Background: an optimization exercise with open tools, aiming at small area, a short achievable clock period and few clock cycles. Do not read the settings as production practice. RTL that was checked went through simulation tests only; none was proved equivalent to the original. Power figures rest on the tool's default switching activity, not on a simulated workload.

## cpu
module cpu(clk, reset, read_data, datapath_out, mem_cmd, mem_addr);
  input clk, reset;
  input [15:0] read_data;
  output [15:0] datapath_out;
  output reg [1:0] mem_cmd;
  output reg [8:0] mem_addr;
  reg [15:0] R [0:7];
  reg [15:0] w1;        
  reg [2:0]  w1b;       
  reg [7:0]  w1a;       
  reg        v1;        
  reg [15:0] ir;
  reg        wd;        
  reg [2:0]  wn;        
  reg        ex;        
  reg        mo;        
  reg        irv;       
  reg [15:0] A, B;
  reg [8:0]  ma;
  reg        mab;       
  reg        inflight;  
  reg        ldwb;      
  reg [2:0]  ld_rd;
  reg        halted;
  reg [8:0]  pc;        
  wire [2:0] opcode = ir[15:13];
  wire [1:0] op     = ir[12:11];
  wire [1:0] sh     = ir[4:3];
  wire is_ldr = opcode == 3'b011;
  wire is_str = opcode == 3'b100;
  wire is_hlt = opcode == 3'b111;
  wire exec   = ex;
  wire memop  = mo;
  reg [15:0] sb;
  always_comb begin
    case (sh)
      2'b00: sb = B;
      2'b01: sb = {B[14:0], 1'b0};
      2'b10: sb = {1'b0, B[15:1]};
      default: sb = {B[15], B[15:1]};
    endcase
  end
  wire [15:0] sum;
  pfx_add #(16) add16 (.a(A), .b(sb), .s(sum));
  reg [15:0] res;
  always_comb begin
    if (opcode == 3'b110)
      res = (op == 2'b10) ? {{8{ir[7]}}, ir[7:0]} : sb;
    else
      case (op)
        2'b00:   res = sum;
        2'b10:   res = A & sb;
        default: res = ~sb;
      endcase
  end
  wire       wr   = wd;
  wire [2:0] wnum = wn;
  wire        wx    = exec & wr;
  ...
Size in the first run: about 240 flip-flops, about 45 I/O pins, ~13000 µm² of cells after synthesis.
Settings: LEC_CHECK=0, ABC_AREA=1, CAP_MARGIN=20, CORE_MARGIN=2, CORE_UTILIZATION=40, CTS_CLUSTER_DIAMETER=150, CTS_CLUSTER_SIZE=22, SETUP_SLACK_MARGIN=3.1, SLEW_MARGIN=20; clock period 6.0 ns.
run.sh (not shown) runs the stock make flow with config.mk's settings and CLKGATE_MAP_FILE= SYNTH_SCRIPT=/design/flow/synth_recipe.tcl, a recipe that flattens the netlist after the stock synthesis.
Testbench counts at the start, summed over its fixed seeds: cycles 9,929.
Edit:
--- a/flow/config.mk
+++ b/flow/config.mk
@@ -14 +14 @@
-export SETUP_SLACK_MARGIN = 3.1
+export SETUP_SLACK_MARGIN = 2.9
@@ -15,0 +16 @@
+export TNS_END_PERCENT = 30
What happened: Wire length shrinks by 5.4%; synthesized cell count does not change; critical path depth grows by 10.
Edit:
--- a/flow/config.mk
+++ b/flow/config.mk
@@ -14 +14 @@
-export SETUP_SLACK_MARGIN = 2.9
+export SETUP_SLACK_MARGIN = 2.5
@@ -16 +15,0 @@
-export TNS_END_PERCENT = 30
Final cell count came out lower slightly.
Die area does not change.
Clock skew came out higher by 0.0035 ns.
Routed wire length came out lower slightly.
Power came out lower by a few percent.
Maximum frequency came out lower by a few percent.
Setup slack loses 0.22 ns.
Worst hold slack loses 0.025 ns.
Synthesized area is unchanged.
Non-clock buffer count came out lower by 38.
Via count came out lower by a few percent.
Edit:
--- a/flow/config.mk
+++ b/flow/config.mk
@@ -14 +14 @@
-export SETUP_SLACK_MARGIN = 2.5
+export SETUP_SLACK_MARGIN = 2.9
Effect: Cell count climbs by about 1.8%; core utilization climbs by 1.7 points; power climbs by 2.9%; register-to-register slack is better by 0.28 ns.

---

## run A
Another version of the RTL of cpu (not shown whole).
Size: roughly 45 I/O pins, ~13,000 um^2 of cells after synthesis.
Design cpu, start of the top module:
module cpu(clk, reset, read_data, datapath_out, mem_cmd, mem_addr);
  input clk, reset;
  input [15:0] read_data;
  output [15:0] datapath_out;
  output reg [1:0] mem_cmd;
  output reg [8:0] mem_addr;
  reg [15:0] R [0:7];
  reg [15:0] w1;        
  reg [2:0]  w1b;       
  reg        v1;        
  reg [15:0] ir;
  reg        irv;       
  reg [15:0] A, B;
  reg [8:0]  ma;
  reg        mab;       
  reg        inflight;  
  reg        ldwb;      
  reg [2:0]  ld_rd;
  reg        halted;
  reg [8:0]  pc;        
  wire [2:0] opcode = ir[15:13];
  wire [1:0] op     = ir[12:11];
  wire [1:0] sh     = ir[4:3];
  wire is_ldr = opcode == 3'b011;
  wire is_str = opcode == 3'b100;
  wire is_hlt = opcode == 3'b111;
  wire exec   = irv & ~ldwb & ~halted & ~(mab & (is_ldr | is_str));
  wire memop  = exec & (is_ldr | is_str);
  reg [15:0] sb;
  always_comb begin
    case (sh)
      2'b00: sb = B;
      2'b01: sb = {B[14:0], 1'b0};
      2'b10: sb = {1'b0, B[15:1]};
      default: sb = {B[15], B[15:1]};
    endcase
  end
  wire [15:0] sum;
  pfx_add #(16) add16 (.a(A), .b(sb), .s(sum));
  reg [15:0] res;
  reg        wr;
  always_comb begin
    res = 16'b0;
    wr  = 1'b0;
    if (opcode == 3'b110) begin
      if (op == 2'b10) begin
        res = {{8{ir[7]}}, ir[7:0]};
  ...
export LEC_CHECK = 0
export ABC_AREA = 1
export CAP_MARGIN = 20
export CORE_MARGIN = 2
export CORE_UTILIZATION = 40
export CTS_CLUSTER_DIAMETER = 150
export CTS_CLUSTER_SIZE = 22
export SETUP_SLACK_MARGIN = 2.7
export SLEW_MARGIN = 20
create_clock -name core_clock -period 6.0 [get_ports {clk}]
Run A: all stages complete, timing, DRC and antenna checks passed
--- input diff run A..run B ---
Settings: a change of SETUP_SLACK_MARGIN from 2.7 to 2.5; a deleted ABC_AREA that had been 1.
## What came out
The multi-input combinational area share in run B was higher than what run A gave. The final reports for run B and run A show worst setup timing slack at the placement stage lower in the former. Run A reports its end of the critical path as mem_addr[8] while run B reports mem_cmd[0]. On total congestion overflow, run A and run B are neck and neck. Between run A and run B, the flow reports combinational power decreasing by more than a quarter. From run A to run B the numbers moved as follows: detailed-route wire length shows a reduction of 2800 um; area share of buffers outside the clock network shows a reduction of 0.77 points. Of run A and run B, the run reporting the lower number of gates given a new drive strength after cts was run B. Of run A and run B, the run reporting the higher switching power summed over all nets was run A. Time the worst path needs with I/O delays and setup, run A and run B: larger value in run B. Relative to run A, path depth of the worst reg2reg path has gone down in run B.
What run C does differently from run B at the input level:
Settings: ABC_AREA: unset -> 1.
## What came out
Run B was smaller in final cell area than run C. When run C is measured against run B, its setup slack turns out 0.059 ns higher. Compared with run B, run C shows a initial core utilization that is 0.35 points higher. Run C ended up with simple AND/OR/NAND/NOR gates as its largest family of logic cells by synthesized area; run B ended up with compound AO/OA/AOI/OAI gates.
--- input diff run C..run D ---
Settings: removing CTS_CLUSTER_SIZE (formerly 22); removing CTS_CLUSTER_DIAMETER (formerly 150); removing ABC_AREA (formerly 1).
==> summary.txt <==
Summary of run D over run C: met2 global-route usage went down; well-tap cell count was more or less identical; worst setup slack lost 0.078 ns. In the final reports, the cell area of run D is larger than that of run C. Changes observed in run D relative to run C: utilization after layout grew by 0.56 points; total power grew by 5.7%; met3 routed wirelength shrank by 4.0%; logic gate share of total power shrank by 9.8 points. On worst supply voltage drop on vdd, run C beats run D.
No functional check of the RTL was part of any run of this note.

-- separate check: timing with driven ports --
In the flow no input, the clock included, has a driving cell. The finished layouts below were timed again as built, in two steps.
Step 1, drivers: a clkbuf_16 drives clk and a buf_2 each remaining input, both assumed.
Step 2 also shifts input and output timing later by t, the mid clock arrival at the registers, as if the neighbouring blocks saw the same clock.
Slacks: no drivers / after step 1 / after step 2; pairs: no drivers / after step 1.
run | t (ns) | setup slack, ns | worst setup path after step 2 | latest minus earliest clock arrival (ns)
the first run of note 1 | 0.551 | 2.940 / 2.891 / 3.058 | register to register | 0.047 / 0.046
the second run of note 1 | 0.536 | 2.893 / 2.882 / 2.893 | register to register | 0.012 / 0.013
the third run of note 1 | 0.540 | 2.674 / 2.623 / 2.684 | register to register | 0.014 / 0.014
the fourth run of note 1 | 0.534 | 2.931 / 2.885 / 2.963 | register to register | 0.015 / 0.015
run A | 0.541 | 2.464 / 2.412 / 2.316 | input to register | 0.032 / 0.032
run B | 0.548 | 2.401 / 2.350 / 2.137 | input to register | 0.029 / 0.029
run C | 0.540 | 2.460 / 2.408 / 2.190 | input to register | 0.029 / 0.029
run D | 0.582 | 2.383 / 2.333 / 2.104 | input to register | 0.013 / 0.014
After both steps every run listed still meets setup and hold. The setup slack of run D, which loses most, moves by -0.050 ns with the drivers and by -0.279 ns with both steps.
